From an optimization exercise on the open Yosys and OpenROAD flow, aimed at small area; shortcuts taken in it are not production practice. Where RTL was checked, it was by simulation tests only, not by an equivalence proof against the original. For run 3, only the layout was checked, not whether the RTL still works. Power and IR drop assume default switching activity.

[design/flow/config.mk]
export PLATFORM = sky130hd
export DESIGN_NAME = xe_host
export DESIGN_NICKNAME = xe_host
export VERILOG_FILES = /design/flow/design.v
export SDC_FILE = /design/flow/constraint.sdc
export NUM_CORES = 4
export LEC_CHECK = 0
export CAP_MARGIN = 20
export CORE_MARGIN = 2
export CORE_UTILIZATION = 70
export SLEW_MARGIN = 20
export SYNTH_HIERARCHICAL = 1
export SYNTH_MINIMUM_KEEP_SIZE = 0
[design/flow/constraint.sdc]
create_clock -name core_clock -period 10.0 [get_ports {sysclk}]
set_input_delay 2.0000 -clock core_clock [delete_from_list [all_inputs] [get_ports {sysclk}]]
set_output_delay 2.0000 -clock core_clock [all_outputs]
set_load 0.01 [all_outputs]
[design/flow/design.v]
`timescale 1ns/1ns
`timescale 1ns/1ns
module xe_host
    (
    input               a8_clk,
    output              a8_mpd_n,
    output              a8_extsel_n,
    input       [15:0]  a8_a_IN,
    input       [7:0]   a8_d_IN,
    input               a8_rst_n_IN,
    input               a8_rw_IN,
    output      [7:0]   xio_data_OUT,
    output      [7:0]   xio_data_OE,
    output              xio_host_clk,
    output              xio_host_rts,
    input               xio_host_cts,
    output              xio_box_cts,
    input               sysclk
    );
    wire rst = ~a8_rst_n_IN;
    reg [2:0] clkDetect;
    reg       clkValid;
    reg [6:0] ticks;
    wire clkEdge    = clkDetect[2] ^ clkDetect[1];
    wire clkFalling = clkDetect[2] & ~clkDetect[1];
    always @(posedge sysclk)
        if (rst) begin
            clkDetect <= 3'b0;
            clkValid  <= 1'b0;
            ticks     <= 7'b0;
        end else begin
            clkDetect <= {clkDetect[1:0], a8_clk};
            if (clkEdge)
                clkValid <= 1'b1;
            if (clkFalling & clkValid)
                ticks <= 7'b0;
            else
                ticks <= ticks + 7'b1;
        end
    wire aStrobe = (ticks == 7'd16);
    wire wStrobe = (ticks == 7'd42);
    wire [7:0]  loN   [0:7];     
    wire [7:0]  hi    [0:7];
    wire [7:0]  ring0 [0:7];     
    wire cfgWrite = wStrobe & ~a8_rw_IN & (a8_a_IN[15:7] == {8'hD6, 1'b0});
    wire [7:0] wrData  = a8_d_IN & {8{a8_rst_n_IN}};
    wire [7:0] wrDataN = ~a8_d_IN | {8{rst}};
    reg [1:0] ph;
    reg [1:0] clrCnt;
    wire      clearing = rst | (|clrCnt);
    always @(posedge sysclk)
        if (rst) begin
            ph     <= 2'd0;
            clrCnt <= 2'd3;
        end else begin
            ph     <= ph - 2'd1;
            clrCnt <= (clrCnt == 2'd0) ? 2'd0 : clrCnt - 2'd1;
        end
    wire       baseWrite = cfgWrite & (a8_a_IN[3:2] == 2'b00);
    wire       pendHold  = ~(rst | baseWrite);
    wire       pendLd    = a8_rst_n_IN & baseWrite;
    wire [7:0] pendData;
    wire [2:0] pendAp;
    wire [1:0] pendPh;
    wire       pendDue;
    reg        pend;
    wire [1:0] wrPh = 2'd0 - a8_a_IN[1:0];
    CfgByte pdat (.clk(sysclk), .ld(pendLd), .hold(pendHold), .d(a8_d_IN), .q(pendData));
    genvar g, r, k;
    generate
        for (k = 0; k < 3; k = k + 1) begin : pa
            CfgBit b (.clk(sysclk), .ld(pendLd), .hold(pendHold), .d(a8_a_IN[4+k]), .q(pendAp[k]));
        end
        for (k = 0; k < 2; k = k + 1) begin : pp
            CfgBit b (.clk(sysclk), .ld(pendLd), .hold(pendHold), .d(wrPh[k]), .q(pendPh[k]));
        end
    endgenerate
    assign pendDue = pend & (ph == pendPh);
    always @(posedge sysclk)
        if (rst)
            pend <= 1'b0;
        else if (baseWrite)
            pend <= 1'b1;
        else if (pendDue)
            pend <= 1'b0;
    wire [7:0] injData = pendData & {8{~clearing}};
    wire [7:0] apSel;
    wire [5:4] rgSel;
    generate
        for (g = 0; g < 8; g = g + 1) begin : aps
            assign apSel[g] = rst | (cfgWrite & (a8_a_IN[6:4] == g));
        end
        for (r = 4; r < 6; r = r + 1) begin : rgs
            assign rgSel[r] = rst | (a8_a_IN[3:0] == r);
        end
    endgenerate
    generate
        for (g = 0; g < 8; g = g + 1) begin : ap
            wire [5:4] hold, ld;
            for (r = 4; r < 6; r = r + 1) begin : rg
                Nand2 hn (.a(apSel[g]), .b(rgSel[r]), .y(hold[r]));
                Inv   li (.a(hold[r]), .y(ld[r]));
            end
            CfgByte bl (.clk(sysclk), .ld(ld[4]), .hold(hold[4]), .d(wrDataN), .q(loN[g]));
            CfgByte bh (.clk(sysclk), .ld(ld[5]), .hold(hold[5]), .d(wrData),  .q(hi[g]));
            wire injN, inj;
            wire [7:0] ring1, ring2, ring3;
            assign injN = ~(clearing | (pendDue & (pendAp == g)));
            Inv ii (.a(injN), .y(inj));
            RingByte s0 (.clk(sysclk), .ld(inj), .hold(injN), .d(injData), .prev(ring3), .q(ring0[g]));
            DffByte  s1 (.clk(sysclk), .d(ring0[g]), .q(ring1));
            DffByte  s2 (.clk(sysclk), .d(ring1),    .q(ring2));
            DffByte  s3 (.clk(sysclk), .d(ring2),    .q(ring3));
        end
    endgenerate
    wire [7:0] page  = a8_a_IN[15:8];
    wire [7:0] pageN = ~page;
    wire [7:0] geLo, leHi;
    generate
        for (g = 0; g < 8; g = g + 1) begin : cmp
            LessEq8 cl (.an(loN[g]), .b(page),  .le(geLo[g]));    
            LessEq8 ch (.an(pageN),  .b(hi[g]), .le(leHi[g]));    
        end
    endgenerate
    wire [7:0] hit = geLo & leHi;
    reg  [2:0] win;
    integer m;
    always @* begin
        win = 3'd0;
        for (m = 0; m < 8; m = m + 1)
            if (hit[m])
                win = m;
    end
    wire anyHit = aStrobe & (|hit);
    reg [3:0] st;        
    reg       acc;       
    reg       rise;      
    reg [2:0] sel;       
    always @(posedge sysclk) begin
        if (anyHit)
            sel <= win;
        if (rst) begin
            acc  <= 1'b0;
            rise <= 1'b0;
        end else begin
            rise <= anyHit & ~acc;
            if (anyHit)
                acc <= 1'b1;
            else if (clkFalling)
                acc <= 1'b0;
        end
    end
    wire sdramRead = a8_rw_IN & acc;
    assign a8_mpd_n    = ~sdramRead;
    assign a8_extsel_n = ~sdramRead;
    assign xio_box_cts = 1'b0;
    wire [7:0] pick;                     
    generate
        for (g = 0; g < 8; g = g + 1) begin : pk
            assign pick[g] = (sel == g);
        end
    endgenerate
    reg  [4:1] riseD;
    always @(posedge sysclk)
        riseD <= {riseD[3:1], rise};
    wire       snap = |riseD;
    wire [3:0] upLd, upHold;
    generate
        for (k = 0; k < 4; k = k + 1) begin : ul
            assign upLd[k]   = snap & (ph == k);
            assign upHold[k] = ~(snap & (ph == k));
        end
    endgenerate
    wire lowHold = ~(rise | upLd[0]);
    wire [31:0] xioData;
    wire        xioCarry;
    wire [8:0]  carry;
    wire [7:0]  lowSum;
    assign carry[0] = 1'b0;
    genvar b;
    generate
        for (b = 0; b < 8; b = b + 1) begin : xd
            wire ringB;
            SelAO8 sr (.d({ring0[7][b], ring0[6][b], ring0[5][b], ring0[4][b],
                           ring0[3][b], ring0[2][b], ring0[1][b], ring0[0][b]}),
                       .pick(pick), .y(ringB));
            FullAdd fa (.a(ringB), .b(xioData[b]), .ci(carry[b]), .s(lowSum[b]), .co(carry[b+1]));
            LowBit xl (.clk(sysclk), .ldA(rise), .a(a8_a_IN[b]), .ldS(upLd[0]), .s(lowSum[b]),
                       .hold(lowHold), .q(xioData[b]));
            CfgBit x1 (.clk(sysclk), .ld(upLd[1]), .hold(upHold[1]), .d(ringB), .q(xioData[8+b]));
            CfgBit x2 (.clk(sysclk), .ld(upLd[2]), .hold(upHold[2]), .d(ringB), .q(xioData[16+b]));
            CfgBit x3 (.clk(sysclk), .ld(upLd[3]), .hold(upHold[3]), .d(ringB), .q(xioData[24+b]));
        end
    endgenerate
    CfgBit xc (.clk(sysclk), .ld(upLd[0]), .hold(upHold[0]), .d(carry[8]), .q(xioCarry));
    wire [7:0] wData;
    reg        wEn;
    reg        wRts;
    reg        wClk;
    always @(posedge sysclk)
        if (rst) begin
            st    <= 4'd15;
            wEn   <= 1'b0;
            wRts  <= 1'b0;
            wClk  <= 1'b0;
        end else begin
            if (rise)
                st <= 4'd0;
            else if (st[3:1] == 3'b111 || (st == 4'd2 && !xio_host_cts))
                st <= st;
            else
                st <= st + 4'd1;
            if (st == 4'd1)
                wRts <= 1'b1;
            if (st == 4'd2 && xio_host_cts)
                wEn <= 1'b1;
            if (st == 4'd13) begin
                wRts <= 1'b0;
                wEn  <= 1'b0;
            end
            if (st >= 4'd3 && st <= 4'd12)
                wClk <= st[0];
        end
    wire ldCmd  = a8_rst_n_IN & (st == 4'd3);
    wire ldByte = a8_rst_n_IN & st[0] & (st[3] ^ st[2]);
    wire wHold  = ~(rst | (st == 4'd3) | (st[0] & (st[3] ^ st[2])));
    wire b1Full = &xioData[15:8];
    wire b2Full = &xioData[23:16];
    wire byteInc = xioCarry & ((st[2:1] == 2'b00) |
                               (st[2:1] == 2'b11 & b1Full) |
                               (st[2:1] == 2'b10 & b1Full & b2Full));
    wire [8:0] incC;
    assign incC[0] = byteInc;
    generate
        for (b = 0; b < 8; b = b + 1) begin : wd
            wire pickB, sum;
            Mux4 mx (.d0(xioData[8+b]), .d1(xioData[b]), .d2(xioData[24+b]), .d3(xioData[16+b]),
                     .s(st[2:1]), .y(pickB));
            HalfAdd ha (.a(pickB), .b(incC[b]), .s(sum), .co(incC[b+1]));
            if (b == 0) begin : b0
                CfgBit1 r (.clk(sysclk), .ld(ldByte), .hold(wHold), .set(ldCmd), .d(sum), .q(wData[b]));
            end else begin : bn
                CfgBit r (.clk(sysclk), .ld(ldByte), .hold(wHold), .d(sum), .q(wData[b]));
            end
        end
    endgenerate
    assign xio_data_OUT = wData;
    assign xio_data_OE  = {8{wEn}};
    assign xio_host_clk = wClk;
    assign xio_host_rts = wRts;
endmodule
module CfgByte
    (
    input               clk,
    input               ld,
    input               hold,
    input       [7:0]   d,
    output      [7:0]   q
    );
    genvar i;
    generate
        for (i = 0; i < 8; i = i + 1) begin : bit_
            CfgBit b (.clk(clk), .ld(ld), .hold(hold), .d(d[i]), .q(q[i]));
        end
    endgenerate
endmodule
module CfgBit
    (
    input               clk,
    input               ld,
    input               hold,
    input               d,
    output reg          q
    );
    always @(posedge clk)
        q <= (q & hold) | (d & ld);
endmodule
module XioBit
    (
    input               clk,
    input       [7:0]   d,
    input       [7:0]   pick,
    input               keep,
    output reg          q
    );
    wire n0, n1, n2;
    Aoi222 a0 (.a1(d[0]), .a2(pick[0]), .b1(d[1]), .b2(pick[1]), .c1(d[2]), .c2(pick[2]), .y(n0));
    Aoi222 a1 (.a1(d[3]), .a2(pick[3]), .b1(d[4]), .b2(pick[4]), .c1(d[5]), .c2(pick[5]), .y(n1));
    Aoi222 a2 (.a1(d[6]), .a2(pick[6]), .b1(d[7]), .b2(pick[7]), .c1(q),    .c2(keep),    .y(n2));
    wire nx;
    Nand3 o (.a(n0), .b(n1), .c(n2), .y(nx));
    always @(posedge clk)
        q <= nx;
endmodule
module SelAO8
    (
    input       [7:0]   d,
    input       [7:0]   pick,
    output              y
    );
    wire n0, n1, n2;
    Aoi222 a0 (.a1(d[0]), .a2(pick[0]), .b1(d[1]), .b2(pick[1]), .c1(d[2]), .c2(pick[2]), .y(n0));
    Aoi222 a1 (.a1(d[3]), .a2(pick[3]), .b1(d[4]), .b2(pick[4]), .c1(d[5]), .c2(pick[5]), .y(n1));
    Aoi22  a2 (.a1(d[6]), .a2(pick[6]), .b1(d[7]), .b2(pick[7]), .y(n2));
    Nand3 o (.a(n0), .b(n1), .c(n2), .y(y));
endmodule
module LessEq8
    (
    input       [7:0]   an,
    input       [7:0]   b,
    output              le
    );
    wire [8:1] c;
    Or2 c0 (.a(an[0]), .b(b[0]), .y(c[1]));
    genvar k;
    generate
        for (k = 1; k < 8; k = k + 1) begin : rip
            Maj3 m (.a(an[k]), .b(b[k]), .c(c[k]), .y(c[k+1]));
        end
    endgenerate
    assign le = c[8];
endmodule
module RingByte
    (
    input               clk,
    input               ld,
    input               hold,
    input       [7:0]   d,
    input       [7:0]   prev,
    output      [7:0]   q
    );
    genvar i;
    generate
        for (i = 0; i < 8; i = i + 1) begin : bit_
            RingBit b (.clk(clk), .ld(ld), .hold(hold), .d(d[i]), .prev(prev[i]), .q(q[i]));
        end
    endgenerate
endmodule
module RingBit
    (
    input               clk,
    input               ld,
    input               hold,
    input               d,
    input               prev,
    output reg          q
    );
    always @(posedge clk)
        q <= (prev & hold) | (d & ld);
endmodule
module LowBit
    (
    input               clk,
    input               ldA,
    input               a,
    input               ldS,
    input               s,
    input               hold,
    output reg          q
    );
    wire n;
    Aoi222 g (.a1(a), .a2(ldA), .b1(s), .b2(ldS), .c1(q), .c2(hold), .y(n));
    always @(posedge clk)
        q <= ~n;
endmodule
module DffByte
    (
    input               clk,
    input       [7:0]   d,
    output reg  [7:0]   q
    );
    always @(posedge clk)
        q <= d;
endmodule
module CfgBit1
    (
    input               clk,
    input               ld,
    input               hold,
    input               set,
    input               d,
    output reg          q
    );
    always @(posedge clk)
        q <= (q & hold) | (d & ld) | set;
endmodule
module Mux4 (input d0, input d1, input d2, input d3, input [1:0] s, output y);
    assign y = s[1] ? (s[0] ? d3 : d2) : (s[0] ? d1 : d0);
endmodule
module HalfAdd (input a, input b, output s, output co);
    assign {co, s} = {1'b0, a} + {1'b0, b};
endmodule
module FullAdd (input a, input b, input ci, output s, output co);
    assign {co, s} = {1'b0, a} + {1'b0, b} + {1'b0, ci};
endmodule
module Maj3 (input a, input b, input c, output y);
    assign y = (a & b) | (c & (a | b));
endmodule
module Aoi222 (input a1, input a2, input b1, input b2, input c1, input c2, output y);
    assign y = ~((a1 & a2) | (b1 & b2) | (c1 & c2));
endmodule
module Aoi22 (input a1, input a2, input b1, input b2, output y);
    assign y = ~((a1 & a2) | (b1 & b2));
endmodule
module Nand3 (input a, input b, input c, output y);
    assign y = ~(a & b & c);
endmodule
module Nand2 (input a, input b, output y);
    assign y = ~(a & b);
endmodule
module Or2 (input a, input b, output y);
    assign y = a | b;
endmodule
module Inv (input a, output y);
    assign y = ~a;
endmodule
[design/flow/flow/run.sh]
#!/bin/bash
# Standard ORFS layout (the standard.sh, unchanged synthesis), with three
# changes to later steps:
#  - port buffers use the smallest buffer cell instead of the default pick;
#  - clock tree synthesis runs without dummy loads and with set sink clusters;
#  - after floorplan, logic cells go to their smallest-area drive strength
#    (flow/downsize.tcl); later repair steps resize where needed.
# Each tool's output goes to the ORFS logs under orfs/logs; make's own output
# goes to standard.log.
set -euo pipefail
bash standard.sh \
  BUFFER_PORTS_ARGS="-buffer_cell sky130_fd_sc_hd__buf_1" \
  CTS_ARGS="-sink_clustering_enable -repair_clock_nets -dont_use_dummy_load -buf_list sky130_fd_sc_hd__clkbuf_4 -sink_clustering_size 10 -sink_clustering_max_diameter 35" \
  POST_FLOORPLAN_TCL="$(pwd)/flow/downsize.tcl" \
  finish > standard.log 2>&1
[design/flow/flow/downsize.tcl]
# Swap each logic cell to the smallest-area drive strength of the same
# function (e.g. maj3_2 -> maj3_1, mux4_1 -> mux4_2), since the clock period
# leaves several ns of slack. Later repair steps still upsize or buffer where
# slew, capacitance or timing need it. Flip-flops, clock cells, buffers and
# inverters are left alone.
set db [ord::get_db]
set variants [dict create]
foreach lib [$db getLibs] {
  foreach m [$lib getMasters] {
    if {[regexp {^(sky130_fd_sc_hd__\w+?)_(\d+)$} [$m getName] -> stem drive]} {
      dict lappend variants $stem $m
    }
  }
}
set nswap 0
foreach inst [[ord::get_db_block] getInsts] {
  set m [$inst getMaster]
  if {![regexp {^(sky130_fd_sc_hd__(\w+?))_(\d+)$} [$m getName] -> stem fn drive]} { continue }
  if {[regexp {^(df|edf|sdf|sedf|dl|clk|buf|inv|tap|fill|decap|conb|diode|lpflow|probe)} $fn]} { continue }
  set best $m
  foreach v [dict get $variants $stem] {
    if {[$v getWidth] < [$best getWidth]} { set best $v }
  }
  if {$best ne $m} {
    $inst swapMaster $best
    incr nswap
  }
}
puts "downsize: swapped $nswap instances to a smaller variant"
[design/flow/standard.sh]
#!/bin/bash
# synth_recipe.tcl (not shown) runs the flow's synth.tcl, then flattens the netlist and writes it again
# the make line also repeats each setting of config.mk as NAME=value (left out here)
make -C /OpenROAD-flow-scripts/flow DESIGN_CONFIG=/design/flow/config.mk WORK_HOME=/design/flow/orfs CLKGATE_MAP_FILE= SYNTH_SCRIPT=/design/flow/synth_recipe.tcl "${@:-finish}"
==> results of run 1 <==
-- layer usage --
layer / vias to the layer above / GRT usage (%) / routed length (um) / share of wire (%)
li1: 4626 / - / - / -
met1: 4712 / 39.3 / 14800 / 45
met2: 317 / 44.8 / 15100 / 46
met3: 68 / 4.07 / 1870 / 5.7
met4: 0 / 9.43 / 925 / 2.8
met5: - / 0 / 0 / 0
-- modules after synthesis (local to each module, per instance), excerpt --
| module | times used | flip-flops and latches |
|---|---|---|
| Aoi22 | 8 | 0 |
| CfgBit | 173 | 1 |
| CfgBit1 | 1 | 1 |
| DffByte | 24 | 8 |
| HalfAdd | 8 | 0 |
| Inv | 24 | 0 |
| Maj3 | 112 | 0 |
| Nand2 | 16 | 0 |
| Nand3 | 8 | 0 |
| Or2 | 16 | 0 |
| RingBit | 64 | 1 |
| xe_host | 1 | 32 |
-- kinds of logic (layout without fill, tap and decap cells) --
logic type	after synthesis	in the layout	synth area share (%)
AOI/OAI and AO/OA	316	316	17.9
DFF	470	470	61.3
muxes	8	8	1.17
and+or+nand+nor	156	156	5.69
buffers and inverters	86	182	2.40
xor gates and xnor gates	5	5	0.284
adders and majority gates	145	145	11.3
other	1	3	0.0243
-- synth_stat cells, types with 4 or more instances --
| library cell | instances | area, um2 |
|---|---|---|
| dfxtp_1 | 467 | 9350 |
| a222oi_1 | 24 | 240 |
| and2_1 | 12 | 75.1 |
| nor2b_1 | 5 | 31.3 |
| maj3_2 | 112 | 1260 |
| nor2_1 | 15 | 56.3 |
| ha_1 | 25 | 313 |
| o21ai_0 | 10 | 50.1 |
| nand4_1 | 5 | 31.3 |
| a21oi_1 | 5 | 25.0 |
| xor2_1 | 4 | 35.0 |
| nand2_1 | 49 | 184 |
| o41ai_1 | 4 | 35.0 |
| nand3_1 | 15 | 75.1 |
| a22o_1 | 241 | 2110 |
| or2_1 | 16 | 100 |
| clkbuf_1 | 4 | 15.0 |
| a31oi_1 | 7 | 43.8 |
| a22oi_2 | 8 | 100 |
| buf_4 | 10 | 75.1 |
| and3_1 | 5 | 31.3 |
| inv_1 | 68 | 255 |
| or3_1 | 5 | 31.3 |
| fa_1 | 8 | 160 |
| mux4_2 | 8 | 180 |
-- report_power, final --
part | switching [mW] | internal (mW)
combinational | 0.143 | 0.141
clock | 0.552 | 0.265
sequential | 0.0562 | 1.95
-- area by class of cell --
class,count,share of cell area [%]
Antenna cell,1,0.0155
Clock buffer,58,2.70
Inverter,68,1.58
Multi-Input combinational cell,632,33.5
Sequential cell,470,58.5
Tap cell,280,2.17
Timing Repair Buffer,56,1.47
-- registers in the layout, indices dropped and copies added, names as in the netlist, 2 cells and up --
| signal | cells |
|---|---|
| ap.bh.bit_.b.q | 64 |
| ap.bl.bit_.b.q | 64 |
| ap.s0.bit_.b.q | 64 |
| ap.s1.q | 64 |
| ap.s2.q | 64 |
| ap.s3.q | 64 |
| pdat.bit_.b.q | 8 |
| xd.x1.q | 8 |
| xd.x2.q | 8 |
| xd.x3.q | 8 |
| xd.xl.q | 8 |
| ticks | 7 |
| wd.bn.r.q | 7 |
| riseD | 4 |
| st | 4 |
| clkDetect | 3 |
| pa.b.q | 3 |
| sel | 3 |
| clrCnt | 2 |
| ph | 2 |
| pp.b.q | 2 |
-- worst paths after layout --
kind | to | slack [ns] | depth (start not counted)
worst max-delay path | sel[0] | 4.11 | 13
worst min register to register | ap[7].s3.q[5] | 0.29 | 0
worst min-delay path | ap[7].s3.q[5] | 0.29 | 0
worst max register to register | xd[7].xl.q | 4.57 | 13
-- worst max-delay path, delay by kind of cell --
family / cells / cell delay (ns)
fa+ha+maj: 7 / 2.60
simple gates: 3 / 0.89
buf+inv: 2 / 0.62
compound gates: 1 / 0.22
-- through the flow --
| step | util, % | instance area [um2] | hold WS (ns) |
|---|---|---|---|
| after floorplan | - | 15400 | 0.310 |
| after global placement | 72.3 | 15700 | 0.309 |
| after global routing | 74.3 | 16100 | 0.311 |
| after CTS | 74.3 | 16100 | 0.315 |
| final | 74.3 | 16100 | 0.289 |
| after detailed placement | 72.3 | 15700 | 0.312 |
==> summary.md, run 1 <==
| Metric | Value |
|---|---|
| CP max stage cell | `nor4_1` |
| DIE AREA | `0.0232 mm2` |
| First-pass GRT wire length | `51.8 mm` |
| Startpoint of the worst hold path | `ap[7].s2.q[5]` |
| Overall Power | `3.11 mW` |
| Yosys cell types | `61` |
| Slowest stage delay, CP | `0.47 ns` |
| Avg Inst Size Synth | `13.0 um2` |
| Run status | `complete, no violations` |
| Post-DRT Antenna Nets | `0` |
| Dpl hpwl | `22.5 mm` |
| Most frequent cell on the critical path | `maj3_1` |
| Largest net degree at the start of global routing | `36` |
| Fin Clk Skew | `0.0937 ns` |
| Storage cell area | `0.00944 mm2` |
| Setup violators final | `0` |
| Tmin final | `5.89 ns` |
| Post-synth EDFFs | `3` |
| Final slew viol count | `0` |
| CTS tree | `yes` |
| Hold WC Path Type | `register to register` |
| GRT Total Usage | `27.9%` |
| H-Tree Depth | `2` |
| Worst EP required | `10.43 ns` |
| I/O pins | `50` |
| CP Launch Point | `a8_a_IN[8]` |
| Clock root buffer | `clkbuf_4` |
| Final hold violation count | `0` |
| DIE WIDTH | `152 um` |
| Placed Cells | `1505` |
| Initial antenna violation count | `1` |
| Yosys warnings | `12` |
| Power density cells | `193 mW/mm2` |
| Cells along the critical path | `buf_1 -> inv_1 -> or2_1 -> maj3_1 -> maj3_1 -> maj3_1 -> maj3_1 -> maj3_1 -> maj3_1 -> maj3_1 -> a22o_1 -> nor4_1 -> nor2_1` |
| Post-CTS resize count | `0` |
| Num Clock Sinks | `470` |
| Drt total wl | `32.7 mm` |
| Worst r2r src | `sel[0]` |
| Worst-case vdd ir drop | `126 uV` |
| Iteration-0 DRC Markers | `755` |
| Cell count after synthesis | `1187` |
| Hold-fix buffers, CTS | `0` |
| Wire length per cell | `20.9 um` |
| Std cell rows | `54` |
| Clock buffer depth | `3` |
| RSZ-0062 raised after global routing | `false` |
| Final worst slack | `4.11 ns` |
| PortBufs | `48` |
| Worst skew pair latency | `0.73 ns` |
| Place WS | `3.45 ns` |
| CP max FO | `11` |
| Ys flop type | `dfxtp_1` |
| Final TNS setup | `0 ns` |
| Multi-input logic area | `0.00540 mm2` |
| Fillers | `1563` |
| CP Launch Type | `input pin` |
| Post CTS Setup Buffer Count | `0` |
| RD Place Congestion | `0.816` |
| Area of the mapped netlist | `0.0154 mm2` |
| Vias | `9723` |
| Max cap viols | `0` |
| CP Capture Type | `register` |
| Post-synth ARST share | `0%` |
| Via-per-instance ratio | `6.21` |
| Area Overhead vs Synth | `4.66%` |
| DRC violations left | `0` |
| Core Box Area | `0.0217 mm2` |
| Drt pass-1 iters | `8` |
| Post-layout net count | `1348` |
| CTS Buf Count | `58` |
| Seq/Total Area, Yosys | `61.3%` |
| Data arrival, critical path | `6.32 ns` |
| Final period utilization | `58.9%` |
| Clk pin slew, worst setup/hold paths | `0.10 ns` |
| Critical path class | `input pin to register` |
| Pleak | `6.60 nW` |
| Post-Layout Cell Count | `1565` |
| Slew Limit Headroom | `34.8%` |
| Global route total overflow | `0` |
| #FFs+latches synth | `470` |
| Worst-Margin Slew | `0.966 ns` |
| Commonest non-fill, non-tap cells in the layout | `dfxtp_1, a22o_1, maj3_1` |
| Die Y | `152 um` |
| Layout cells sized above 1 | `6.15%` |
| F_max | `0.170 GHz` |
| Starting Density | `71.0%` |
| Vias in the first global route | `9417` |
| Most common cell after layout, fill and taps aside | `dfxtp_1` |
==> inputs of run 2 (changes only) <==
--- a/design/flow/design.v
+++ b/design/flow/design.v
@@ -42,18 +42,19 @@
     wire [7:0]  loN   [0:7];     
     wire [7:0]  hi    [0:7];
-    wire [7:0]  ring0 [0:7];     
+    wire [7:0]  tap   [0:7];     
     wire cfgWrite = wStrobe & ~a8_rw_IN & (a8_a_IN[15:7] == {8'hD6, 1'b0});
     wire [7:0] wrData  = a8_d_IN & {8{a8_rst_n_IN}};
     wire [7:0] wrDataN = ~a8_d_IN | {8{rst}};
-    reg [1:0] ph;
-    reg [1:0] clrCnt;
-    wire      clearing = rst | (|clrCnt);
+    reg [3:0] ph;
+    reg       clrFlag;
+    wire      clearing = rst | clrFlag;
     always @(posedge sysclk)
         if (rst) begin
-            ph     <= 2'd0;
-            clrCnt <= 2'd3;
+            ph      <= 4'd0;
+            clrFlag <= 1'b1;
         end else begin
-            ph     <= ph - 2'd1;
-            clrCnt <= (clrCnt == 2'd0) ? 2'd0 : clrCnt - 2'd1;
+            ph      <= ph - 4'd1;
+            if (ph == 4'd2)
+                clrFlag <= 1'b0;
         end
     wire       baseWrite = cfgWrite & (a8_a_IN[3:2] == 2'b00);
@@ -61,16 +62,14 @@
     wire       pendLd    = a8_rst_n_IN & baseWrite;
     wire [7:0] pendData;
-    wire [2:0] pendAp;
-    wire [1:0] pendPh;
+    wire       pendRing;
+    wire [3:0] pendPh;
     wire       pendDue;
     reg        pend;
-    wire [1:0] wrPh = 2'd0 - a8_a_IN[1:0];
+    wire [3:0] wrPh = {a8_a_IN[5:4], ~a8_a_IN[1:0]} + 4'd1;
     CfgByte pdat (.clk(sysclk), .ld(pendLd), .hold(pendHold), .d(a8_d_IN), .q(pendData));
+    CfgBit  pr (.clk(sysclk), .ld(pendLd), .hold(pendHold), .d(a8_a_IN[6]), .q(pendRing));
     genvar g, r, k;
     generate
-        for (k = 0; k < 3; k = k + 1) begin : pa
-            CfgBit b (.clk(sysclk), .ld(pendLd), .hold(pendHold), .d(a8_a_IN[4+k]), .q(pendAp[k]));
-        end
-        for (k = 0; k < 2; k = k + 1) begin : pp
+        for (k = 0; k < 4; k = k + 1) begin : pp
             CfgBit b (.clk(sysclk), .ld(pendLd), .hold(pendHold), .d(wrPh[k]), .q(pendPh[k]));
         end
@@ -104,12 +103,17 @@
             CfgByte bl (.clk(sysclk), .ld(ld[4]), .hold(hold[4]), .d(wrDataN), .q(loN[g]));
             CfgByte bh (.clk(sysclk), .ld(ld[5]), .hold(hold[5]), .d(wrData),  .q(hi[g]));
+        end
+        for (g = 0; g < 2; g = g + 1) begin : rng
             wire injN, inj;
-            wire [7:0] ring1, ring2, ring3;
-            assign injN = ~(clearing | (pendDue & (pendAp == g)));
+            wire [7:0] slot [0:15];
+            assign injN = ~(clearing | (pendDue & (pendRing == g)));
             Inv ii (.a(injN), .y(inj));
-            RingByte s0 (.clk(sysclk), .ld(inj), .hold(injN), .d(injData), .prev(ring3), .q(ring0[g]));
-            DffByte  s1 (.clk(sysclk), .d(ring0[g]), .q(ring1));
-            DffByte  s2 (.clk(sysclk), .d(ring1),    .q(ring2));
-            DffByte  s3 (.clk(sysclk), .d(ring2),    .q(ring3));
+            RingByte s0 (.clk(sysclk), .ld(inj), .hold(injN), .d(injData), .prev(slot[15]), .q(slot[0]));
+            for (k = 1; k < 16; k = k + 1) begin : sl
+                DffByte s (.clk(sysclk), .d(slot[k-1]), .q(slot[k]));
+            end
+            for (k = 0; k < 4; k = k + 1) begin : tp
+                assign tap[4*g + k] = slot[4*k];
+            end
         end
     endgenerate
@@ -156,7 +160,8 @@
     assign xio_box_cts = 1'b0;
     wire [7:0] pick;                     
+    wire [1:0] selTap = sel[1:0] - ph[3:2];
     generate
         for (g = 0; g < 8; g = g + 1) begin : pk
-            assign pick[g] = (sel == g);
+            assign pick[g] = (sel[2] == g[2]) & (selTap == g[1:0]);
         end
     endgenerate
@@ -168,6 +173,6 @@
     generate
         for (k = 0; k < 4; k = k + 1) begin : ul
-            assign upLd[k]   = snap & (ph == k);
-            assign upHold[k] = ~(snap & (ph == k));
+            assign upLd[k]   = snap & (ph[1:0] == k);
+            assign upHold[k] = ~(snap & (ph[1:0] == k));
         end
     endgenerate
@@ -182,6 +187,6 @@
         for (b = 0; b < 8; b = b + 1) begin : xd
             wire ringB;
-            SelAO8 sr (.d({ring0[7][b], ring0[6][b], ring0[5][b], ring0[4][b],
-                           ring0[3][b], ring0[2][b], ring0[1][b], ring0[0][b]}),
+            SelAO8 sr (.d({tap[7][b], tap[6][b], tap[5][b], tap[4][b],
+                           tap[3][b], tap[2][b], tap[1][b], tap[0][b]}),
                        .pick(pick), .y(ringB));
             FullAdd fa (.a(ringB), .b(xioData[b]), .ci(carry[b]), .s(lowSum[b]), .co(carry[b+1]));
==> summary.md, run 2 <==
| Metric | Value |
|---|---|
| Run status | `complete, no violations` |
| Slew Limit Headroom | `32.6%` |
| Final hold violation count | `0` |
| CP Launch Type | `register` |
| Top post-synthesis cells by count | `dfxtp_1, a22o_1, maj3_2` |
| I/O pins | `50` |
| Hold path depth | `0` |
| Post-CTS resize count | `0` |
| Max reg flops | `240` |
| Top-area cell type share of the netlist area | `62.9%` |
| Initial antenna violation count | `1` |
| Area Overhead vs Synth | `4.76%` |
| Final TNS setup | `0 ns` |
| Data arrival, critical path | `6.52 ns` |
| Std cell rows | `53` |
| Cell-internal power | `2.38 mW` |
| Avg Inst Size Synth | `13.2 um2` |
| Seq pwr share | `64.0%` |
| DIE WIDTH | `150 um` |
| Seq/Total Area, Yosys | `63.5%` |
| Setup violators final | `0` |
| Core Box Area | `0.0210 mm2` |
| Dpl hpwl | `21.0 mm` |
| Switching share of power | `24.6%` |
| Worst skew pair latency | `0.72 ns` |
| DRC violations left | `0` |
| Synth Area in Adders | `11.7%` |
| Yosys warnings | `12` |
| Final slew viol count | `0` |
| Fin Clk Skew | `0.0798 ns` |
| Largest net degree at the start of global routing | `31` |
| Placed Cells | `1446` |
| Comb power frac | `10.4%` |
| DIE AREA | `0.0225 mm2` |
| Via-per-instance ratio | `5.96` |
| Post-synth EDFFs | `3` |
| F_max | `0.169 GHz` |
| RSZ-0062 raised after global routing | `false` |
| Post-Synth Simple-Gate Area | `5.24%` |
| Die Y | `150 um` |
| GRT Total Usage | `27.7%` |
| Clock network power share | `25.6%` |
| CP Capture Type | `register` |
| First-pass GRT wire length | `48.3 mm` |
| Most common cell after layout, fill and taps aside | `dfxtp_1` |
| Drt total wl | `30.2 mm` |
| RD Place Congestion | `0.807` |
| Area of the mapped netlist | `0.0149 mm2` |
| Top cells by area, synth | `dfxtp_1, a22o_1, maj3_2, ha_1, a222oi_1` |
| Commonest non-fill, non-tap cells in the layout | `dfxtp_1, a22o_1, maj3_1` |
| Post-Layout Cell Count | `1505` |
| Ys flop type | `dfxtp_1` |
| Worst EP required | `10.62 ns` |
| Most frequent cell after synthesis | `dfxtp_1` |
| Tmin final | `5.90 ns` |
| Sw power | `0.778 mW` |
| Vias | `8973` |
| Post-DRT Antenna Nets | `0` |
| Worst-Margin Slew | `1.01 ns` |
| Worst-case vdd ir drop | `118 uV` |
| Post-layout net count | `1294` |
| Starting Density | `71.1%` |
| Layout cells sized above 1 | `5.94%` |
| Top reg by flops | `rng.sl.s.q` |
| CP max FO | `8` |
| Post CTS Setup Buffer Count | `0` |
| Largest family of logic cells by synthesized area | `compound AO/OA/AOI/OAI gates` |
| Hold WC Path Type | `register to register` |
| Iteration-0 DRC Markers | `523` |
| CTS tree | `yes` |
| Mux share of post-synthesis cell area | `1.34%` |
| #FFs+latches synth | `471` |
| H-Tree Depth | `2` |
| Max cap viols | `0` |
| Largest registers | `rng.sl.s.q: 240 flops, ap.bh.bit_.b.q: 64 flops, ap.bl.bit_.b.q: 64 flops` |
| Clock buffer depth | `3` |
| Compound-gate portion of the synthesized area | `15.0%` |
| Wire length per cell | `20.0 um` |
| Worst R2R Path Depth | `17` |
| Clock root buffer | `clkbuf_4` |
| CTS Buf Count | `58` |
| Drt pass-1 iters | `6` |
| Global route total overflow | `0` |
| Hold-fix buffers, CTS | `0` |
| PortBufs | `48` |
| Cell count after synthesis | `1130` |
| XOR/XNOR Fraction of Synth Area | `0.999%` |
| Yosys cell types | `50` |
| Power density cells | `202 mW/mm2` |
| Num Clock Sinks | `471` |
| Pleak | `6.44 nW` |
| Post-synth top area cell | `dfxtp_1` |
| Critical path class | `register to register` |
| Clk pin slew, worst setup/hold paths | `0.11 ns` |
| Post-synth ARST share | `0%` |
| Final period utilization | `59.0%` |
| Vias in the first global route | `8999` |
## run 2: changes by cell type after synthesis, moves of 4 or more
cell | before | now
a31oi_1 | 7 | 3
xor2_1 | 4 | 9
inv_1 | 68 | 62
nor2_1 | 15 | 26
xnor2_1 | 1 | 8
or3_1 | 5 | 0
a22oi_1 | 0 | 4
a22o_1 | 241 | 189
## run 2: cell families after synthesis
logic type | Yosys count
fa+ha+maj | 146
buf+inv | 77
other cells | 1
flops | 471
mux | 10
xor+xnor | 17
simple gates | 150
compound gates | 258
## run 2: final cells by class
type                    count  area (um2)
flip-flops and latches    471        9460
clock buffers              58         435
inverters                  62         233
diodes                      1        2.50
multi-input cells         583        4900
repair buffers             55         233
fillers                  1449        5340
well taps                 275         344
## run 2: final timing paths
kind | start | endpoint | slack (ns)
hold / removal | riseD[2] | riseD[3] | 0.30
setup reg to reg | ph[2] | xd[7].xl.q | 4.10
hold reg to reg | riseD[2] | riseD[3] | 0.30
setup / recovery | ph[2] | xd[7].xl.q | 4.10
## run 2: Yosys stat by module, one instance, submodules excluded, excerpt
module,cells,flip-flops and latches
LowBit,2,1
xe_host,268,33
CfgBit,2,1
Maj3,1,0
DffByte,8,8
RingBit,2,1
HalfAdd,1,0
Aoi22,1,0
Inv,1,0
Or2,1,0
Nand2,1,0
Mux4,1,0
Nand3,1,0
FullAdd,1,0
CfgBit1,2,1
Aoi222,1,0
## run 2: power by group through the flow
| stage | combinational, mW | sequential [mW] | clock (mW) |
|---|---|---|---|
| after floorplan | 0.271 | 2.05 | 0 |
| after global placement | 0.320 | 2.06 | 0 |
| after CTS | 0.328 | 2.02 | 0.831 |
| after detailed placement | 0.327 | 2.06 | 0 |
| final | 0.328 | 2.02 | 0.811 |
| after global routing | 0.362 | 2.03 | 0.900 |
## run 2: worst max-delay path: stages, from the launching register on
cell and delay, ns:
dfxtp_1 0.38, ha_1 0.23, xnor2_1 0.25, xor2_1 0.31, nor3_1 0.08, buf_4 0.19
a222oi_1 0.36, nand3_1 0.29, fa_1 0.51, fa_1 0.41, fa_1 0.40, fa_1 0.40
fa_1 0.43, fa_1 0.40, fa_1 0.40, fa_1 0.44, a222oi_1 0.25, inv_1 0.06
## run 2: routing by layer
| layer | global-route usage (%) | share of wire (%) |
|---|---|---|
| met5 | 0 | 0 |
| met4 | 9.72 | 3.1 |
| met3 | 4.94 | 5.0 |
| met2 | 46.9 | 48 |
| met1 | 35.9 | 44 |
## run 2: stage by stage
| stage | area [um2] | worst slack, ns | util, % | power, mW | hold WS (ns) |
|---|---|---|---|---|---|
| finish | 15600 | 4.10 | 74.5 | 3.16 | 0.295 |
| global route | 15600 | 3.74 | 74.5 | 3.30 | 0.291 |
| CTS | 15600 | 4.13 | 74.5 | 3.18 | 0.296 |
| detailed placement | 15200 | 3.45 | 72.4 | 2.39 | 0.312 |
| global placement | 15200 | 3.54 | 72.4 | 2.38 | 0.310 |
| floorplan | 14900 | 4.58 | - | 2.32 | 0.310 |
==> inputs of run 3 (changes only) <==
--- a/design/flow/design.v
+++ b/design/flow/design.v
@@ -24,4 +24,5 @@
     wire clkEdge    = clkDetect[2] ^ clkDetect[1];
     wire clkFalling = clkDetect[2] & ~clkDetect[1];
+    wire tickFb     = ticks[6] ^ ticks[5] ^ (ticks[5:0] == 6'd0);
     always @(posedge sysclk)
         if (rst) begin
@@ -36,8 +37,8 @@
                 ticks <= 7'b0;
             else
-                ticks <= ticks + 7'b1;
+                ticks <= {ticks[5:0], tickFb};
         end
-    wire aStrobe = (ticks == 7'd16);
-    wire wStrobe = (ticks == 7'd42);
+    wire aStrobe = (ticks == 7'b0001010);    
+    wire wStrobe = (ticks == 7'b1101010);    
     wire [7:0]  loN   [0:7];     
     wire [7:0]  hi    [0:7];
@@ -49,4 +50,5 @@
     reg       clrFlag;
     wire      clearing = rst | clrFlag;
+    wire [3:0] phNext = ph - 4'd1;
     always @(posedge sysclk)
         if (rst) begin
@@ -54,5 +56,5 @@
             clrFlag <= 1'b1;
         end else begin
-            ph      <= ph - 4'd1;
+            ph      <= phNext;
             if (ph == 4'd2)
                 clrFlag <= 1'b0;
@@ -63,8 +65,8 @@
     wire [7:0] pendData;
     wire       pendRing;
-    wire [3:0] pendPh;
+    wire [3:0] pendItem;
     wire       pendDue;
     reg        pend;
-    wire [3:0] wrPh = {a8_a_IN[5:4], ~a8_a_IN[1:0]} + 4'd1;
+    wire [3:0] wrItem = {a8_a_IN[5:4], ~a8_a_IN[1:0]};
     CfgByte pdat (.clk(sysclk), .ld(pendLd), .hold(pendHold), .d(a8_d_IN), .q(pendData));
     CfgBit  pr (.clk(sysclk), .ld(pendLd), .hold(pendHold), .d(a8_a_IN[6]), .q(pendRing));
@@ -72,8 +74,8 @@
     generate
         for (k = 0; k < 4; k = k + 1) begin : pp
-            CfgBit b (.clk(sysclk), .ld(pendLd), .hold(pendHold), .d(wrPh[k]), .q(pendPh[k]));
+            CfgBit b (.clk(sysclk), .ld(pendLd), .hold(pendHold), .d(wrItem[k]), .q(pendItem[k]));
         end
     endgenerate
-    assign pendDue = pend & (ph == pendPh);
+    assign pendDue = pend & (phNext == pendItem);
     always @(posedge sysclk)
         if (rst)
--- a/design/flow/flow/run.sh
+++ b/design/flow/flow/run.sh
@@ -11,5 +11,5 @@
 bash standard.sh \
   BUFFER_PORTS_ARGS="-buffer_cell sky130_fd_sc_hd__buf_1" \
-  CTS_ARGS="-sink_clustering_enable -repair_clock_nets -dont_use_dummy_load -buf_list sky130_fd_sc_hd__clkbuf_4 -sink_clustering_size 10 -sink_clustering_max_diameter 35" \
+  CTS_ARGS="-sink_clustering_enable -repair_clock_nets -dont_use_dummy_load -buf_list sky130_fd_sc_hd__clkbuf_2 -sink_clustering_size 6 -sink_clustering_max_diameter 25" \
   POST_FLOORPLAN_TCL="$(pwd)/flow/downsize.tcl" \
   finish > standard.log 2>&1
==> summary.md, run 3 <==
| Metric | Value |
|---|---|
| Fin Clk Skew | `0.146 ns` |
| Met1 wire length | `13.3 mm` |
| R2R Path End | `xd[7].xl.q` |
| Via-per-instance ratio | `5.96` |
| Post-synth top area cell | `dfxtp_1` |
| Final TNS setup | `0 ns` |
| Top post-synthesis cells by count | `dfxtp_1, a22o_1, maj3_2` |
| #FFs+latches synth | `471` |
| Worst EP required | `10.54 ns` |
| Post-CTS resize count | `0` |
| H-Tree Depth | `3` |
| Wire length per cell | `20.0 um` |
| Avg Inst Size Synth | `13.3 um2` |
| Slew Limit Headroom | `29.1%` |
| Clk pin slew, worst setup/hold paths | `0.10 ns` |
| Cells along the critical path | `buf_1 -> inv_1 -> or2_1 -> maj3_1 -> maj3_1 -> maj3_1 -> maj3_1 -> maj3_1 -> maj3_1 -> maj3_1 -> a22oi_1 -> nand2_1 -> o311ai_0 -> inv_1` |
| Slowest stage delay, CP | `0.56 ns` |
| Placed Cells | `1435` |
| Top reg by flops | `rng.sl.s.q` |
| Hold-fix buffers, CTS | `0` |
| Final hold violation count | `0` |
| WL met3 | `1.71 mm` |
| Post CTS Setup Buffer Count | `0` |
| Overall Power | `3.23 mW` |
| Top-area cell type share of the netlist area | `63.3%` |
| Max cap viols | `0` |
| Post-Layout Cell Count | `1537` |
| Flop-to-flop setup slack | `4.08 ns` |
| Tmin final | `5.92 ns` |
| DIE AREA | `0.0223 mm2` |
| Area Overhead vs Synth | `5.39%` |
| Clock root buffer | `clkbuf_2` |
| Hold WC Path Type | `register to register` |
| Area of the mapped netlist | `0.0148 mm2` |
| Data arrival, critical path | `6.46 ns` |
| Ys flop type | `dfxtp_1` |
| Worst skew pair latency | `0.94 ns` |
| Drt total wl | `30.8 mm` |
| Setup violators final | `0` |
| Multi-input logic area | `0.00482 mm2` |
| Most common cell after layout, fill and taps aside | `dfxtp_1` |
| Drt pass-1 iters | `5` |
| Final period utilization | `59.2%` |
| First-pass GRT wire length | `48.8 mm` |
| Global route total overflow | `0` |
| Final slew viol count | `0` |
| Power density cells | `207 mW/mm2` |
| Run status | `complete, no violations` |
| Worst R2R Path Depth | `17` |
| Vias | `9160` |
| Most frequent cell on the critical path | `maj3_1` |
| Worst-Margin Slew | `1.06 ns` |
| Pleak | `6.55 nW` |
| CP max stage cell | `o311ai_0` |
| Post-synth ARST share | `0%` |
| Storage cell area | `0.00946 mm2` |
| RSZ-0062 raised after global routing | `false` |
| Met2 wire length | `14.9 mm` |
| Cell count after synthesis | `1117` |
| DRC violations left | `0` |
| Seq/Total Area, Yosys | `63.9%` |
| Commonest non-fill, non-tap cells in the layout | `dfxtp_1, a22o_1, maj3_1` |
| Max reg flops | `240` |
| PortBufs | `48` |
| CTS Buf Count | `101` |
| DIE WIDTH | `149 um` |
| Iteration-0 DRC Markers | `574` |
| Starting Density | `70.9%` |
| Finished Core Util | `74.7%` |
| Max layer used | `met4` |
| Clock buffer depth | `3` |
| Worst-case vdd ir drop | `117 uV` |
| GRT Total Usage | `28.3%` |
| Most frequent cell after synthesis | `dfxtp_1` |
| Yosys cell types | `47` |
| Post-layout net count | `1321` |
| Top cells by area, synth | `dfxtp_1, a22o_1, maj3_2, ha_1, a222oi_1` |
| Core Box Area | `0.0209 mm2` |
| Critical path class | `input pin to register` |
| CTS tree | `yes` |
| F_max | `0.169 GHz` |
| CP Capture Type | `register` |
| Initial antenna violation count | `1` |
| Std cell rows | `53` |
| I/O pins | `50` |
| Largest net degree at the start of global routing | `46` |
| Largest registers | `rng.sl.s.q: 240 flops, ap.bh.bit_.b.q: 64 flops, ap.bl.bit_.b.q: 64 flops` |
| Worst Setup EP | `sel[0]` |
| Worst r2r src | `ph[2]` |
| Layout cells sized above 1 | `9.52%` |
| RD Place Congestion | `0.807` |
| CP Launch Type | `input pin` |
| CP Launch Point | `a8_a_IN[8]` |
| Yosys warnings | `12` |
| Die Y | `149 um` |
| Dpl hpwl | `21.1 mm` |
| Post-synth EDFFs | `3` |
| Num Clock Sinks | `471` |
| CP max FO | `10` |
| Vias in the first global route | `9277` |
| Post-DRT Antenna Nets | `0` |
| Fillers | `1441` |
[run 3: area by class of cell]
class | count | share of cell area (%)
Tap cell | 275 | 2.21
Inverter | 60 | 1.44
Timing Repair Buffer | 57 | 1.60
Sequential cell | 471 | 60.6
Clock buffer | 101 | 3.24
Antenna cell | 1 | 0.0160
Multi-Input combinational cell | 572 | 30.9
[run 3: worst min-delay path by stage]
stage	startpoint	to	slack [ns]	cells after the start
finish	rng[0].sl[9].s.q[1]	rng[0].sl[10].s.q[1]	0.23	0
global route	rng[0].sl[9].s.q[1]	rng[0].sl[10].s.q[1]	0.16	0
CTS	rng[0].sl[9].s.q[1]	rng[0].sl[10].s.q[1]	0.21	0
detailed placement	rng[1].sl[14].s.q[4]	rng[1].sl[15].s.q[4]	0.31	0
global placement	rng[1].sl[10].s.q[0]	rng[1].sl[11].s.q[0]	0.31	0
floorplan	rng[0].sl[9].s.q[0]	rng[0].sl[10].s.q[0]	0.31	0
[run 3: layer usage]
layer  vias to the layer above  GRT usage, %
li1                       4373             -
met1                      4429          36.5
met2                       293          46.1
met3                        65          6.31
met4                         0          12.7
met5                         -             0
[run 3: cells by family (layout without fill, tap and decap cells)]
family,Yosys count,in the layout,synth area share [%]
adders and majority gates,141,141,11.4
buffers and inverters,75,218,2.16
and+or+nand+nor,148,148,5.20
muxes,10,10,1.35
xor gates and xnor gates,12,12,0.710
DFF,471,471,63.9
other,1,3,0.0253
AOI/OAI and AO/OA,259,259,15.3
[run 3: critical path, delay by kind of cell]
kind                     cells  cell delay, ns
buffers and inverters        3            0.73
adder cells (fa/ha/maj)      7            2.55
AO/OA/AOI/OAI                2            0.82
AND/OR/NAND/NOR              2            0.35
[run 3: power by group]
group | internal (mW) | switching, mW
Clock | 0.261 | 0.604
Sequential | 1.96 | 0.0665
Combinational | 0.166 | 0.175
Total | 2.39 | 0.845
[run 3: Yosys stat by module (local to each module, per instance), excerpt]
| module | flops+latches | copies in the design |
|---|---|---|
| xe_host | 33 | 1 |
| DffByte | 8 | 30 |
| CfgBit1 | 1 | 1 |
| CfgBit | 1 | 173 |
| Mux4 | 0 | 8 |
| FullAdd | 0 | 8 |
| Aoi22 | 0 | 8 |
| Maj3 | 0 | 112 |
| Aoi222 | 0 | 24 |
[run 3: through the flow]
stage,instance area (um2),hold slack [ns],setup slack (ns)
2_1_floorplan,14800,0.310,4.43
3_3_place_gp,15100,0.310,3.37
3_5_place_dp,15100,0.312,3.25
4_1_cts,15600,0.214,4.08
5_1_grt,15600,0.158,3.82
6_report,15600,0.230,4.08
==> inputs of run 4 (changes only) <==
--- a/design/flow/design.v
+++ b/design/flow/design.v
@@ -41,10 +41,8 @@
     wire aStrobe = (ticks == 7'b0001010);    
     wire wStrobe = (ticks == 7'b1101010);    
-    wire [7:0]  loN   [0:7];     
-    wire [7:0]  hi    [0:7];
     wire [7:0]  tap   [0:7];     
+    wire [7:0]  loS   [0:7];     
+    wire [7:0]  hiS   [0:7];     
     wire cfgWrite = wStrobe & ~a8_rw_IN & (a8_a_IN[15:7] == {8'hD6, 1'b0});
-    wire [7:0] wrData  = a8_d_IN & {8{a8_rst_n_IN}};
-    wire [7:0] wrDataN = ~a8_d_IN | {8{rst}};
     reg [3:0] ph;
     reg       clrFlag;
@@ -60,15 +58,19 @@
                 clrFlag <= 1'b0;
         end
-    wire       baseWrite = cfgWrite & (a8_a_IN[3:2] == 2'b00);
-    wire       pendHold  = ~(rst | baseWrite);
-    wire       pendLd    = a8_rst_n_IN & baseWrite;
+    wire [3:0] r4 = a8_a_IN[3:0];
+    wire       regWrite = cfgWrite & ~r4[3] & ~(r4[2] & r4[1]);
+    wire       pendHold = ~(rst | regWrite);
+    wire       pendLd   = a8_rst_n_IN & regWrite;
     wire [7:0] pendData;
-    wire       pendRing;
+    wire       pendLH, pendSel;
     wire [3:0] pendItem;
     wire       pendDue;
     reg        pend;
-    wire [3:0] wrItem = {a8_a_IN[5:4], ~a8_a_IN[1:0]};
+    wire       wrLH   = r4[2];
+    wire       wrSel  = r4[2] ? r4[0] : a8_a_IN[6];
+    wire [3:0] wrItem = r4[2] ? {1'b0, a8_a_IN[6:4]} : {a8_a_IN[5:4], ~r4[1:0]};
     CfgByte pdat (.clk(sysclk), .ld(pendLd), .hold(pendHold), .d(a8_d_IN), .q(pendData));
-    CfgBit  pr (.clk(sysclk), .ld(pendLd), .hold(pendHold), .d(a8_a_IN[6]), .q(pendRing));
+    CfgBit  plh  (.clk(sysclk), .ld(pendLd), .hold(pendHold), .d(wrLH),  .q(pendLH));
+    CfgBit  psl  (.clk(sysclk), .ld(pendLd), .hold(pendHold), .d(wrSel), .q(pendSel));
     genvar g, r, k;
     generate
@@ -77,37 +79,19 @@
         end
     endgenerate
-    assign pendDue = pend & (phNext == pendItem);
+    assign pendDue = pend & (phNext[2:0] == pendItem[2:0]) & (pendLH | (phNext[3] == pendItem[3]));
     always @(posedge sysclk)
         if (rst)
             pend <= 1'b0;
-        else if (baseWrite)
+        else if (regWrite)
             pend <= 1'b1;
         else if (pendDue)
             pend <= 1'b0;
-    wire [7:0] injData = pendData & {8{~clearing}};
-    wire [7:0] apSel;
-    wire [5:4] rgSel;
+    wire [7:0] injData  = pendData & {8{~clearing}};
+    wire [7:0] injDataN = ~pendData | {8{clearing}};
     generate
-        for (g = 0; g < 8; g = g + 1) begin : aps
-            assign apSel[g] = rst | (cfgWrite & (a8_a_IN[6:4] == g));
-        end
-        for (r = 4; r < 6; r = r + 1) begin : rgs
-            assign rgSel[r] = rst | (a8_a_IN[3:0] == r);
-        end
-    endgenerate
-    generate
-        for (g = 0; g < 8; g = g + 1) begin : ap
-            wire [5:4] hold, ld;
-            for (r = 4; r < 6; r = r + 1) begin : rg
-                Nand2 hn (.a(apSel[g]), .b(rgSel[r]), .y(hold[r]));
-                Inv   li (.a(hold[r]), .y(ld[r]));
-            end
-            CfgByte bl (.clk(sysclk), .ld(ld[4]), .hold(hold[4]), .d(wrDataN), .q(loN[g]));
-            CfgByte bh (.clk(sysclk), .ld(ld[5]), .hold(hold[5]), .d(wrData),  .q(hi[g]));
-        end
         for (g = 0; g < 2; g = g + 1) begin : rng
             wire injN, inj;
             wire [7:0] slot [0:15];
-            assign injN = ~(clearing | (pendDue & (pendRing == g)));
+            assign injN = ~(clearing | (pendDue & ~pendLH & (pendSel == g)));
             Inv ii (.a(injN), .y(inj));
             RingByte s0 (.clk(sysclk), .ld(inj), .hold(injN), .d(injData), .prev(slot[15]), .q(slot[0]));
@@ -120,23 +104,50 @@
         end
     endgenerate
+    wire loInjN = ~(clearing | (pendDue & pendLH & ~pendSel));
+    wire hiInjN = ~(clearing | (pendDue & pendLH & pendSel));
+    wire loInj, hiInj;
+    Inv li (.a(loInjN), .y(loInj));
+    Inv hj (.a(hiInjN), .y(hiInj));
+    RingByte l0 (.clk(sysclk), .ld(loInj), .hold(loInjN), .d(injDataN), .prev(loS[7]), .q(loS[0]));
+    RingByte h0 (.clk(sysclk), .ld(hiInj), .hold(hiInjN), .d(injData),  .prev(hiS[7]), .q(hiS[0]));
+    generate
+        for (k = 1; k < 8; k = k + 1) begin : lhs
+            DffByte ls (.clk(sysclk), .d(loS[k-1]), .q(loS[k]));
+            DffByte hs (.clk(sysclk), .d(hiS[k-1]), .q(hiS[k]));
+        end
+    endgenerate
     wire [7:0] page  = a8_a_IN[15:8];
     wire [7:0] pageN = ~page;
     wire [7:0] geLo, leHi;
     generate
-        for (g = 0; g < 8; g = g + 1) begin : cmp
-            LessEq8 cl (.an(loN[g]), .b(page),  .le(geLo[g]));    
-            LessEq8 ch (.an(pageN),  .b(hi[g]), .le(leHi[g]));    
+        for (k = 0; k < 8; k = k + 1) begin : cmp
+            LessEq8 cl (.an(loS[k]), .b(page),  .le(geLo[k]));    
+            LessEq8 ch (.an(pageN),  .b(hiS[k]), .le(leHi[k]));   
+        end
+    endgenerate
+    wire [7:0] hitS = geLo & leHi;       
+    wire [2:0] p3 = ph[2:0];
+    wire [7:0] noWrap;
+    generate
+        for (k = 0; k < 8; k = k + 1) begin : nw
+            assign noWrap[k] = ({1'b0, p3} + k) <= 4'd7;
         end
     endgenerate
-    wire [7:0] hit = geLo & leHi;
-    reg  [2:0] win;
+    wire [7:0] hitHi = hitS & noWrap;
+    wire [7:0] hitLo = hitS & ~noWrap;
+    reg  [2:0] jHi, jLo;
     integer m;
     always @* begin
-        win = 3'd0;
-        for (m = 0; m < 8; m = m + 1)
-            if (hit[m])
-                win = m;
+        jHi = 3'd0;
+        jLo = 3'd0;
+        for (m = 0; m < 8; m = m + 1) begin
+            if (hitHi[m])
+                jHi = m;
+            if (hitLo[m])
+                jLo = m;
+        end
     end
-    wire anyHit = aStrobe & (|hit);
+    wire [2:0] win = ((|hitHi) ? jHi : jLo) + p3;
+    wire anyHit = aStrobe & (|hitS);
     reg [3:0] st;        
     reg       acc;       
--- a/design/flow/flow/run.sh
+++ b/design/flow/flow/run.sh
@@ -11,5 +11,5 @@
 bash standard.sh \
   BUFFER_PORTS_ARGS="-buffer_cell sky130_fd_sc_hd__buf_1" \
-  CTS_ARGS="-sink_clustering_enable -repair_clock_nets -dont_use_dummy_load -buf_list sky130_fd_sc_hd__clkbuf_2 -sink_clustering_size 6 -sink_clustering_max_diameter 25" \
+  CTS_ARGS="-sink_clustering_enable -repair_clock_nets -dont_use_dummy_load -buf_list sky130_fd_sc_hd__clkbuf_8 -sink_clustering_size 18 -sink_clustering_max_diameter 30" \
   POST_FLOORPLAN_TCL="$(pwd)/flow/downsize.tcl" \
   finish > standard.log 2>&1
==> summary.md, run 4 <==
| Metric | Value |
|---|---|
| Avg Inst Size Synth | `13.9 um2` |
| Fillers | `1255` |
| Clk pin slew, worst setup/hold paths | `0.09 ns` |
| CP max stage cell | `maj3_1` |
| RSZ-0062 raised after global routing | `false` |
| Largest registers | `rng.sl.s.q: 240 flops, lhs.hs.q: 56 flops, lhs.ls.q: 56 flops` |
| Top-area cell type share of the netlist area | `67.4%` |
| Post-synth EDFFs | `3` |
| Fin Clk Skew | `0.0687 ns` |
| Comb power frac | `5.7%` |
| Post-synth top area cell | `dfxtp_1` |
| CP Buf/Inv Count | `3` |
| Storage cell area | `0.00948 mm2` |
| Final period utilization | `68.4%` |
| Grt peak-use layer | `met2` |
| Setup violators final | `0` |
| Starting Density | `71.6%` |
| Placed Cells | `1312` |
| R2R Path End | `xd[7].xl.q` |
| GRT Total Usage | `25.6%` |
| Core Box Area | `0.0195 mm2` |
| Final TNS setup | `0 ns` |
| Iteration-0 DRC Markers | `506` |
| Num Clock Sinks | `472` |
| Clock buffer depth | `3` |
| Post-synth ARST share | `0%` |
| H-Tree Depth | `2` |
| Met2 Use GR | `42.1%` |
| Dpl hpwl | `18.4 mm` |
| Final slew viol count | `0` |
| Final hold violation count | `0` |
| Wire length per cell | `19.3 um` |
| Cell count after synthesis | `1003` |
| Most frequent cell on the critical path | `maj3_1` |
| Slowest stage delay, CP | `0.38 ns` |
| Multi-input logic area | `0.00393 mm2` |
| Most common cell after layout, fill and taps aside | `dfxtp_1` |
| Vias | `7774` |
| Switching share of power | `22.4%` |
| Vias in the first global route | `7979` |
| CP max FO | `10` |
| Power density cells | `216 mW/mm2` |
| Clock network power share | `34.1%` |
| Hold WC Path Type | `register to register` |
| Most frequent cell after synthesis | `dfxtp_1` |
| CTS tree | `yes` |
| Max cap viols | `0` |
| Worst path top cell family by delay | `adder cells` |
| Worst EP required | `10.30 ns` |
| Cell-internal power | `2.52 mW` |
| Met1 GRT Util | `34.2%` |
| Top reg by flops | `rng.sl.s.q` |
| Top post-synthesis cells by count | `dfxtp_1, maj3_2, a22o_1` |
| Worst R2R Path Depth | `17` |
| Post CTS Setup Buffer Count | `0` |
| Sw power | `0.729 mW` |
| Commonest non-fill, non-tap cells in the layout | `dfxtp_1, maj3_1, a22o_1` |
| Std cell rows | `51` |
| Tmin final | `6.84 ns` |
| Run status | `complete, no violations` |
| Ys flop type | `dfxtp_1` |
| Worst-Margin Slew | `1.14 ns` |
| Data arrival, critical path | `7.14 ns` |
| #FFs+latches synth | `472` |
| Yosys warnings | `12` |
| CP Capture Type | `register` |
| DRC violations left | `0` |
| Area of the mapped netlist | `0.0139 mm2` |
| PortBufs | `48` |
| Drt total wl | `26.4 mm` |
| Worst skew pair latency | `0.62 ns` |
| I/O pins | `50` |
| Hold path depth | `0` |
| WHS Endpoint | `rng[1].sl[8].s.q[4]` |
| Flop-to-flop setup slack | `3.44 ns` |
| Yosys cell types | `60` |
| Post-route cell area | `0.0150 mm2` |
| Layout cells sized above 1 | `7.32%` |
| Initial antenna violation count | `0` |
| Cell Area, Placed | `0.0142 mm2` |
| Critical path class | `input pin to register` |
| Pleak | `6.06 nW` |
| Antenna cell count | `0` |
| Seq/Total Area, Yosys | `68.1%` |
| CTS Buf Count | `60` |
| Worst r2r src | `ph[2]` |
| Slew Limit Headroom | `23.6%` |
| Global route total overflow | `0` |
| Die Y | `145 um` |
| Overall Power | `3.25 mW` |
| Met3 Use GR | `5.13%` |
| Post-layout net count | `1170` |
| CP Launch Type | `input pin` |
| CP Launch Point | `a8_a_IN[8]` |
| Largest net degree at the start of global routing | `19` |
| Worst-case vdd ir drop | `195 uV` |
| Area Overhead vs Synth | `7.91%` |
| DIE AREA | `0.0210 mm2` |
| Drt pass-1 iters | `8` |
| RD Place Congestion | `0.879` |
| Startpoint of the worst hold path | `rng[1].sl[7].s.q[4]` |
| Hold-fix buffers, CTS | `0` |
| F_max | `0.146 GHz` |
| Cells along the critical path | `buf_1 -> inv_1 -> or2_1 -> maj3_1 -> maj3_1 -> maj3_1 -> maj3_1 -> maj3_1 -> maj3_1 -> maj3_1 -> and2_1 -> a32o_1 -> nor4_1 -> a31oi_1 -> a22oi_1 -> ha_1 -> inv_1 -> fa_1 -> xor2_1 -> xnor2_1` |
| Post-DRT Antenna Nets | `0` |
| DIE WIDTH | `145 um` |
| Top cells by area, synth | `dfxtp_1, maj3_2, a22o_1, ha_1, a222oi_1` |
| Max reg flops | `240` |
| Post-CTS resize count | `0` |
| Via-per-instance ratio | `5.67` |
| First-pass GRT wire length | `42.1 mm` |
| Clock root buffer | `clkbuf_8` |
| Seq pwr share | `60.2%` |
| Post-Layout Cell Count | `1372` |
run 4: how the worst max path moves through the flow:
stage | to | slack (ns) | cells past startpoint
floorplan | sel[2] | 3.67 | 19
global placement | sel[2] | 2.65 | 20
detailed placement | sel[2] | 2.59 | 20
CTS | sel[2] | 3.16 | 20
global route | sel[2] | 2.84 | 20
finish | sel[2] | 3.16 | 20
run 4: per-stage QoR:
step	hold slack (ns)	utilization (%)	setup WS [ns]
finish	0.284	77.2	3.16
global route	0.288	77.2	2.84
CTS	0.284	77.2	3.16
detailed placement	0.312	73.0	2.59
global placement	0.309	73.0	2.65
floorplan	0.310	-	3.67
run 4: logic make-up (layout without fill, tap and decap cells):
| kind of cell | Yosys count | in the layout | synth area share [%] |
|---|---|---|---|
| XOR/XNOR | 14 | 14 | 0.979 |
| other | 1 | 2 | 0.0269 |
| flip-flops | 472 | 472 | 68.1 |
| AO/OA/AOI/OAI | 160 | 160 | 9.73 |
| multiplexers | 12 | 12 | 1.59 |
| adder cells (fa/ha/maj) | 144 | 144 | 12.4 |
| buffers and inverters | 68 | 171 | 2.19 |
| AND/OR/NAND/NOR | 132 | 132 | 5.00 |
run 4: cell type report:
class | count | area share (%)
Sequential cell | 472 | 63.1
Multi-Input combinational cell | 464 | 26.1
Tap cell | 265 | 2.21
Clock buffer | 60 | 5.50
Timing Repair Buffer | 60 | 1.80
Inverter | 51 | 1.27
run 4: power groups by stage:
| stage | clock, mW | combinational (mW) | sequential [mW] |
|---|---|---|---|
| 5_1_grt | 1.20 | 0.206 | 1.96 |
| 3_5_place_dp | 0 | 0.184 | 2.00 |
| 2_1_floorplan | 0 | 0.147 | 1.98 |
| 6_report | 1.11 | 0.185 | 1.96 |
| 3_3_place_gp | 0 | 0.179 | 2.00 |
| 4_1_cts | 1.13 | 0.186 | 1.96 |
run 4: modules after synthesis (local to each module, per instance), a selection:
module   cell area, um2  flops+latches  times used
CfgBit1            30.0              1           1
HalfAdd            12.5              0           8
RingBit            28.8              1          32
Maj3               11.3              0         112
Inv                3.75              0           4
FullAdd            20.0              0           8
Or2                6.26              0          16
CfgBit             28.8              1          46
DffByte             160              8          44
Nand3              5.00              0           8
Aoi222             10.0              0          24
Mux4               22.5              0           8
Aoi22              12.5              0           8
xe_host            2220             33           1
run 4: layer usage:
| metal | part of all wire [%] | wire, um |
|---|---|---|
| met5 | 0 | 0 |
| met4 | 2.2 | 587 |
| met3 | 5.6 | 1480 |
| met2 | 47 | 12500 |
| met1 | 45 | 11900 |

-- re-timing with driven ports --
In the flow no input, the clock included, has a driving cell. The finished layouts below were timed again as built, in two steps. Step 1 assumes that a clkbuf_16 drives the clock port and a buf_2 every other input. Step 2 moves the port delays by t, midway between the first and last clock arrival at a register: inputs arrive t later, outputs are due t later. That takes back most of the time a late clock gives input paths. Three values: ideal ports, drivers, drivers and shift; two values: the first two.
| run | shift t [ns] | slack for setup (ns) | worst data-port slew with drivers (ns) |
|---|---|---|---|
| run 1 | 0.730 | 4.107 / 4.132 / 3.402 | 0.04 |
| run 2 | 0.729 | 4.099 / 4.099 / 3.405 | 0.05 |
| run 3 | 0.907 | 4.077 / 4.081 / 3.193 | 0.04 |
| run 4 | 0.623 | 3.158 / 3.175 / 2.552 | 0.04 |
After both steps setup and hold are still met in every run listed. The setup slack of run 3, which loses most, moves by +0.004 ns with the drivers and by -0.884 ns with both steps.
